Context: an optimization exercise on an open-source flow, tuned for small area. The choices shown serve that exercise and are no tape-out recipe. Function was checked by simulation only, so behaviour that the tests miss may differ from the original.

==> inputs of v7 <==
Design recip_top, start of the top module:
module recip_top(
  input clk,
  input [31:0] b,
  output reg [31:0] r
);
  reg [31:0] b_q;
  wire [22:0] nmant;    
  recip_core u_core(.f(b_q[22:0]), .nmant(nmant));
  wire [7:0] e = 8'd253 - b_q[30:23];
  wire zero = (b_q == 32'd0);
  always @(posedge clk) begin
    b_q <= b;
    r <= zero ? 32'd0 : {b_q[31], e, ~nmant};
  end
endmodule
Settings: LEC_CHECK=0, ABC_AREA=1, CAP_MARGIN=10, CORE_MARGIN=2, CORE_UTILIZATION=50, PLACE_DENSITY=0.72, SLEW_MARGIN=10, SYNTH_HIERARCHICAL=1, SYNTH_MINIMUM_KEEP_SIZE=0; clock period 800.0 ns.
run.sh (not shown) runs the stock make flow with config.mk's settings and CLKGATE_MAP_FILE= SYNTH_SCRIPT=/design/flow/synth_recipe.tcl, a recipe that flattens the netlist after the stock synthesis.
==> inputs of v25, as changes to v7 <==
--- a/flow/design.v
+++ b/flow/design.v
@@ -1,23 +1,24 @@
 module fa(input a, input b, input c, output s, output co);
   assign s = a ^ b ^ c;
   assign co = (a & b) | (a & c) | (b & c);
 endmodule
-module mj(input a, input b, input c, output co);
-  assign co = (a & b) | (a & c) | (b & c);
-endmodule
-module pp3(input a1, input a2, input b1, input b2, input c1, input c2, output y);
-  assign y = ~((a1 & a2) | (b1 & b2) | (c1 & c2));
-endmodule
 module ha(input a, input b, output s, output co);
   assign s = a ^ b;
   assign co = a & b;
 endmodule
-module recip_core(input [22:0] f, output [22:0] nmant);
+module recip_top(
+  input clk,
+  input [31:0] b,
+  output reg [31:0] r
+);
+  reg [31:0] b_q;
+  wire [22:0] f = b_q[22:0];    
+  wire [22:0] nmant;            
   wire s1 = ~f[0];
   wire s2 = ~(f[1] ^ f[0]);
   wire c3 = f[1] | f[0];
   wire s4 = ~(f[2] ^ c3);
   wire c5 = f[2] | c3;
   wire s6 = ~(f[3] ^ c5);
   wire c7 = f[3] | c5;
   wire s8, c9;
@@ -4248,24 +4249,15 @@
   wire s4233 = ~(s3307 ^ c4232);
   wire c4234 = s3307 | c4232;
   wire s4235 = ~(s3309 ^ c4234);
   wire c4236 = s3309 | c4234;
   wire s4237 = ~(s3311 ^ c4236);
   wire c4238 = s3311 | c4236;
   wire s4239 = ~(s3313 ^ c4238);
   assign nmant = {s4239, s4237, s4235, s4233, s4231, s4229, s4227, s4225, s4223, s4221, s4219, s4217, s4215, s4213, s4211, s4209, s4205, s4201, s4195, s4189, s4183, s4177, s4171};
-endmodule
-module recip_top(
-  input clk,
-  input [31:0] b,
-  output reg [31:0] r
-);
-  reg [31:0] b_q;
-  wire [22:0] nmant;    
-  recip_core u_core(.f(b_q[22:0]), .nmant(nmant));
   wire [7:0] e = 8'd253 - b_q[30:23];
   wire zero = (b_q == 32'd0);
   always @(posedge clk) begin
     b_q <= b;
     r <= zero ? 32'd0 : {b_q[31], e, ~nmant};
   end
 endmodule
==> flow/flow/run.sh (new file) <==
#!/bin/bash
# Layout flow: the standard flow (its own synthesis, unchanged), with two
# changes to the layout that keep the netlist's logic as synthesized:
#  - the port buffers are the smallest buffer, sky130_fd_sc_hd__buf_1;
#  - after repair_design (3_4_place_resized), buffers and inverters that
#    have drive to spare are downsized, keeping 30% margin on capacitance and
#    20% on slew, then repair_design runs again with 20% margins
#    (flow/downsize.tcl).
set -euo pipefail
W=$(pwd)
F=$W/flow
EXTRA="POST_RESIZE_TCL=$F/downsize.tcl \"BUFFER_PORTS_ARGS=-buffer_cell sky130_fd_sc_hd__buf_1\""
sed "s#\"\${@:-finish}\"#$EXTRA \"\${@:-finish}\"#" standard.sh > lay_standard.sh
if ! grep -q POST_RESIZE_TCL lay_standard.sh; then
  echo "could not add our settings: using the standard flow unchanged"
  cp standard.sh lay_standard.sh
fi
bash lay_standard.sh > layout.log 2>&1
==> flow/flow/downsize.tcl (new file) <==
# Downsize the buffers and inverters that have drive to spare (most of them
# were inserted by repair_design): try the smaller drive strengths of the
# same cell, smallest first, and keep the first whose output net's
# capacitance stays within 70% of the cell's max_capacitance and that adds
# no max-slew or max-capacitance violation with the slew limit tightened to
# 80% of the library's.  Then repair_design with 20% margins gives drive
# back to any net that came too close to a limit.
set ds_limit {
  buf_1 0.130015 buf_2 0.315867 buf_4 0.561228 buf_6 0.785532
  inv_1 0.181284 inv_2 0.331431 inv_4 0.563059 inv_6 0.782786
  clkinv_1 0.19044 clkinv_2 0.395518 clkinv_4 0.782786
}
if { [catch {
  estimate_parasitics -placement
  set s0 [sta::max_slew_violation_count]
  set c0 [sta::max_capacitance_violation_count]
  puts "downsize: before, slew violations $s0, cap violations $c0"
  set_max_transition 1.2 [current_design]
  set s0 [sta::max_slew_violation_count]
  set scene [sta::cmd_scene]
  set n 0
  set tried 0
  foreach inst [get_cells *] {
    set m [get_property $inst ref_name]
    if { ![regexp {^sky130_fd_sc_hd__((buf|inv|clkinv)_([0-9]+))$} $m -> short k s] } { continue }
    if { ![dict exists $ds_limit $short] } { continue }
    set opin [expr { $k eq "buf" ? "X" : "Y" }]
    set pin [get_pins [get_name $inst]/$opin]
    set net [get_nets -of_objects $pin]
    if { $net eq "" } { continue }
    set cap [sta::Net_capacitance $net $scene max]
    incr tried
    foreach t {1 2 4 6} {
      if { $t >= $s } { break }
      set cand ${k}_$t
      if { ![dict exists $ds_limit $cand] } { continue }
      if { $cap > 0.7e-12 * [dict get $ds_limit $cand] } { continue }
      replace_cell $inst sky130_fd_sc_hd__$cand
      if { [sta::max_slew_violation_count] <= $s0 && [sta::max_capacitance_violation_count] <= $c0 } {
        incr n
        break
      } else {
        replace_cell $inst $m
      }
    }
  }
  set_max_transition 1.5 [current_design]
  puts "downsize: downsized $n of $tried"
  estimate_parasitics -placement
  repair_design -slew_margin 20 -cap_margin 20
  puts "downsize: after, slew violations [sta::max_slew_violation_count], cap violations [sta::max_capacitance_violation_count]"
} err] } {
  puts "downsize: stopped ($err)"
}
==> flow/standard.sh (new file) <==
#!/bin/bash
# synth_recipe.tcl (not shown) runs the flow's synth.tcl, then flattens the netlist and writes it again
# the make line also repeats each setting of config.mk as NAME=value (left out here)
make -C /OpenROAD-flow-scripts/flow DESIGN_CONFIG=/design/flow/config.mk WORK_HOME=/design/flow/orfs CLKGATE_MAP_FILE= SYNTH_SCRIPT=/design/flow/synth_recipe.tcl "${@:-finish}"
==> flow/config.mk (replaced) <==
export PLATFORM = sky130hd
export DESIGN_NAME = recip_top
export DESIGN_NICKNAME = recip_top
export VERILOG_FILES = /design/flow/design.v
export SDC_FILE = /design/flow/constraint.sdc
export NUM_CORES = 8
export LEC_CHECK = 0
export ABC_AREA = 1
export CAP_MARGIN = 20
export CORE_MARGIN = 2
export CORE_UTILIZATION = 40
export CTS_BUF_LIST = sky130_fd_sc_hd__clkbuf_8
export SLEW_MARGIN = 20
export SYNTH_HIERARCHICAL = 1
export SYNTH_MINIMUM_KEEP_SIZE = 0
removed: flow/run.sh
==> inputs of v22, as changes to v7 <==
--- a/flow/design.v
+++ b/flow/design.v
@@ -1,23 +1,24 @@
 module fa(input a, input b, input c, output s, output co);
   assign s = a ^ b ^ c;
   assign co = (a & b) | (a & c) | (b & c);
 endmodule
-module mj(input a, input b, input c, output co);
-  assign co = (a & b) | (a & c) | (b & c);
-endmodule
-module pp3(input a1, input a2, input b1, input b2, input c1, input c2, output y);
-  assign y = ~((a1 & a2) | (b1 & b2) | (c1 & c2));
-endmodule
 module ha(input a, input b, output s, output co);
   assign s = a ^ b;
   assign co = a & b;
 endmodule
-module recip_core(input [22:0] f, output [22:0] nmant);
+module recip_top(
+  input clk,
+  input [31:0] b,
+  output reg [31:0] r
+);
+  reg [31:0] b_q;
+  wire [22:0] f = b_q[22:0];    
+  wire [22:0] nmant;            
   wire s1 = ~f[0];
   wire s2 = ~(f[1] ^ f[0]);
   wire c3 = f[1] | f[0];
   wire s4 = ~(f[2] ^ c3);
   wire c5 = f[2] | c3;
   wire s6 = ~(f[3] ^ c5);
   wire c7 = f[3] | c5;
   wire s8, c9;
@@ -4248,24 +4249,15 @@
   wire s4233 = ~(s3307 ^ c4232);
   wire c4234 = s3307 | c4232;
   wire s4235 = ~(s3309 ^ c4234);
   wire c4236 = s3309 | c4234;
   wire s4237 = ~(s3311 ^ c4236);
   wire c4238 = s3311 | c4236;
   wire s4239 = ~(s3313 ^ c4238);
   assign nmant = {s4239, s4237, s4235, s4233, s4231, s4229, s4227, s4225, s4223, s4221, s4219, s4217, s4215, s4213, s4211, s4209, s4205, s4201, s4195, s4189, s4183, s4177, s4171};
-endmodule
-module recip_top(
-  input clk,
-  input [31:0] b,
-  output reg [31:0] r
-);
-  reg [31:0] b_q;
-  wire [22:0] nmant;    
-  recip_core u_core(.f(b_q[22:0]), .nmant(nmant));
   wire [7:0] e = 8'd253 - b_q[30:23];
   wire zero = (b_q == 32'd0);
   always @(posedge clk) begin
     b_q <= b;
     r <= zero ? 32'd0 : {b_q[31], e, ~nmant};
   end
 endmodule
==> flow/flow/run.sh (new file) <==
#!/bin/bash
# Layout flow: the standard flow (its own synthesis, unchanged), with two
# changes to the layout that keep the netlist's logic as synthesized:
#  - the port buffers are the smallest buffer, sky130_fd_sc_hd__buf_1;
#  - after repair_design (3_4_place_resized), buffers and inverters that
#    have drive to spare are downsized, keeping 30% margin on capacitance and
#    20% on slew, then repair_design runs again with 20% margins
#    (flow/downsize.tcl).
set -euo pipefail
W=$(pwd)
F=$W/flow
EXTRA="POST_RESIZE_TCL=$F/downsize.tcl \"BUFFER_PORTS_ARGS=-buffer_cell sky130_fd_sc_hd__buf_1\""
sed "s#\"\${@:-finish}\"#$EXTRA \"\${@:-finish}\"#" standard.sh > lay_standard.sh
if ! grep -q POST_RESIZE_TCL lay_standard.sh; then
  echo "could not add our settings: using the standard flow unchanged"
  cp standard.sh lay_standard.sh
fi
bash lay_standard.sh > layout.log 2>&1
==> flow/flow/downsize.tcl (new file) <==
# Downsize the buffers and inverters that have drive to spare (most of them
# were inserted by repair_design): try the smaller drive strengths of the
# same cell, smallest first, and keep the first whose output net's
# capacitance stays within 70% of the cell's max_capacitance and that adds
# no max-slew or max-capacitance violation with the slew limit tightened to
# 80% of the library's.  Then repair_design with 20% margins gives drive
# back to any net that came too close to a limit.
set ds_limit {
  buf_1 0.130015 buf_2 0.315867 buf_4 0.561228 buf_6 0.785532
  inv_1 0.181284 inv_2 0.331431 inv_4 0.563059 inv_6 0.782786
  clkinv_1 0.19044 clkinv_2 0.395518 clkinv_4 0.782786
}
if { [catch {
  estimate_parasitics -placement
  set s0 [sta::max_slew_violation_count]
  set c0 [sta::max_capacitance_violation_count]
  puts "downsize: before, slew violations $s0, cap violations $c0"
  set_max_transition 1.2 [current_design]
  set s0 [sta::max_slew_violation_count]
  set scene [sta::cmd_scene]
  set n 0
  set tried 0
  foreach inst [get_cells *] {
    set m [get_property $inst ref_name]
    if { ![regexp {^sky130_fd_sc_hd__((buf|inv|clkinv)_([0-9]+))$} $m -> short k s] } { continue }
    if { ![dict exists $ds_limit $short] } { continue }
    set opin [expr { $k eq "buf" ? "X" : "Y" }]
    set pin [get_pins [get_name $inst]/$opin]
    set net [get_nets -of_objects $pin]
    if { $net eq "" } { continue }
    set cap [sta::Net_capacitance $net $scene max]
    incr tried
    foreach t {1 2 4 6} {
      if { $t >= $s } { break }
      set cand ${k}_$t
      if { ![dict exists $ds_limit $cand] } { continue }
      if { $cap > 0.7e-12 * [dict get $ds_limit $cand] } { continue }
      replace_cell $inst sky130_fd_sc_hd__$cand
      if { [sta::max_slew_violation_count] <= $s0 && [sta::max_capacitance_violation_count] <= $c0 } {
        incr n
        break
      } else {
        replace_cell $inst $m
      }
    }
  }
  set_max_transition 1.5 [current_design]
  puts "downsize: downsized $n of $tried"
  estimate_parasitics -placement
  repair_design -slew_margin 20 -cap_margin 20
  puts "downsize: after, slew violations [sta::max_slew_violation_count], cap violations [sta::max_capacitance_violation_count]"
} err] } {
  puts "downsize: stopped ($err)"
}
==> flow/standard.sh (new file) <==
#!/bin/bash
# synth_recipe.tcl (not shown) runs the flow's synth.tcl, then flattens the netlist and writes it again
# the make line also repeats each setting of config.mk as NAME=value (left out here)
make -C /OpenROAD-flow-scripts/flow DESIGN_CONFIG=/design/flow/config.mk WORK_HOME=/design/flow/orfs CLKGATE_MAP_FILE= SYNTH_SCRIPT=/design/flow/synth_recipe.tcl "${@:-finish}"
==> flow/config.mk (replaced) <==
export PLATFORM = sky130hd
export DESIGN_NAME = recip_top
export DESIGN_NICKNAME = recip_top
export VERILOG_FILES = /design/flow/design.v
export SDC_FILE = /design/flow/constraint.sdc
export NUM_CORES = 8
export LEC_CHECK = 0
export ABC_AREA = 1
export CAP_MARGIN = 20
export CORE_MARGIN = 2
export CORE_UTILIZATION = 40
export CTS_BUF_LIST = sky130_fd_sc_hd__clkbuf_8
export GPL_TIMING_DRIVEN = 0
export SLEW_MARGIN = 20
export SYNTH_HIERARCHICAL = 1
export SYNTH_MINIMUM_KEEP_SIZE = 0
removed: flow/run.sh
==> comparison table <==
	v7	v22	v25
Compound-gate portion of the synthesized area	29.1%	29.2%	29.2%
Share of cell area taken by multi-input logic gates	85.0%	83.6%	86.1%
Antenna violations before repair	11	16	9
First-pass iteration count of the detailed router	13	10	9
Result of the run	complete, no violations	complete, no violations	complete, no violations
Portion of synthesized cell area occupied by the leading cell type	50.7%	50.9%	50.9%
Routed length per instance	34.7 µm	41.1 µm	34.3 µm
Clock-pin slew on the worst setup and hold paths	0.06 ns	0.09 ns	0.08 ns
Headroom to the max-slew limit	16.2%	12.0%	14.3%
Die outline area	0.0978 mm²	0.121 mm²	0.121 mm²
Timing endpoint of the critical path	r[12]	r[1]	r[13]
CTS root buffer	sky130_fd_sc_hd__clkbuf_16	sky130_fd_sc_hd__clkbuf_8	sky130_fd_sc_hd__clkbuf_8
Vias post-DR	51100	52400	49700
Number of antenna diodes	4	12	7

==> afterwards: timing with drivers on the ports <==
In the flow no input, the clock included, has a driving cell. The finished layouts below were timed again as built, in two steps.
Step 1: set_driving_cell puts a clkbuf_16 on clk and a buf_2 on each other input, an assumption about the parent block.
Step 2 also shifts input and output timing later by t, the mid clock arrival at the registers, as if the neighbouring blocks saw the same clock.
Slacks: no drivers / after step 1 / after step 2; pairs: no drivers / after step 1.
| run | t, ns | setup slack, ns | latest minus earliest clock arrival (ns) |
|---|---|---|---|
| v7 | 0.366 | 638.782 / 638.737 / 639.103 | 0.006 / 0.006 |
| v25 | 0.374 | 639.153 / 639.132 / 639.507 | 0.012 / 0.013 |
| v22 | 0.380 | 639.117 / 639.098 / 639.478 | 0.011 / 0.011 |
After both steps every run listed still meets setup and hold.
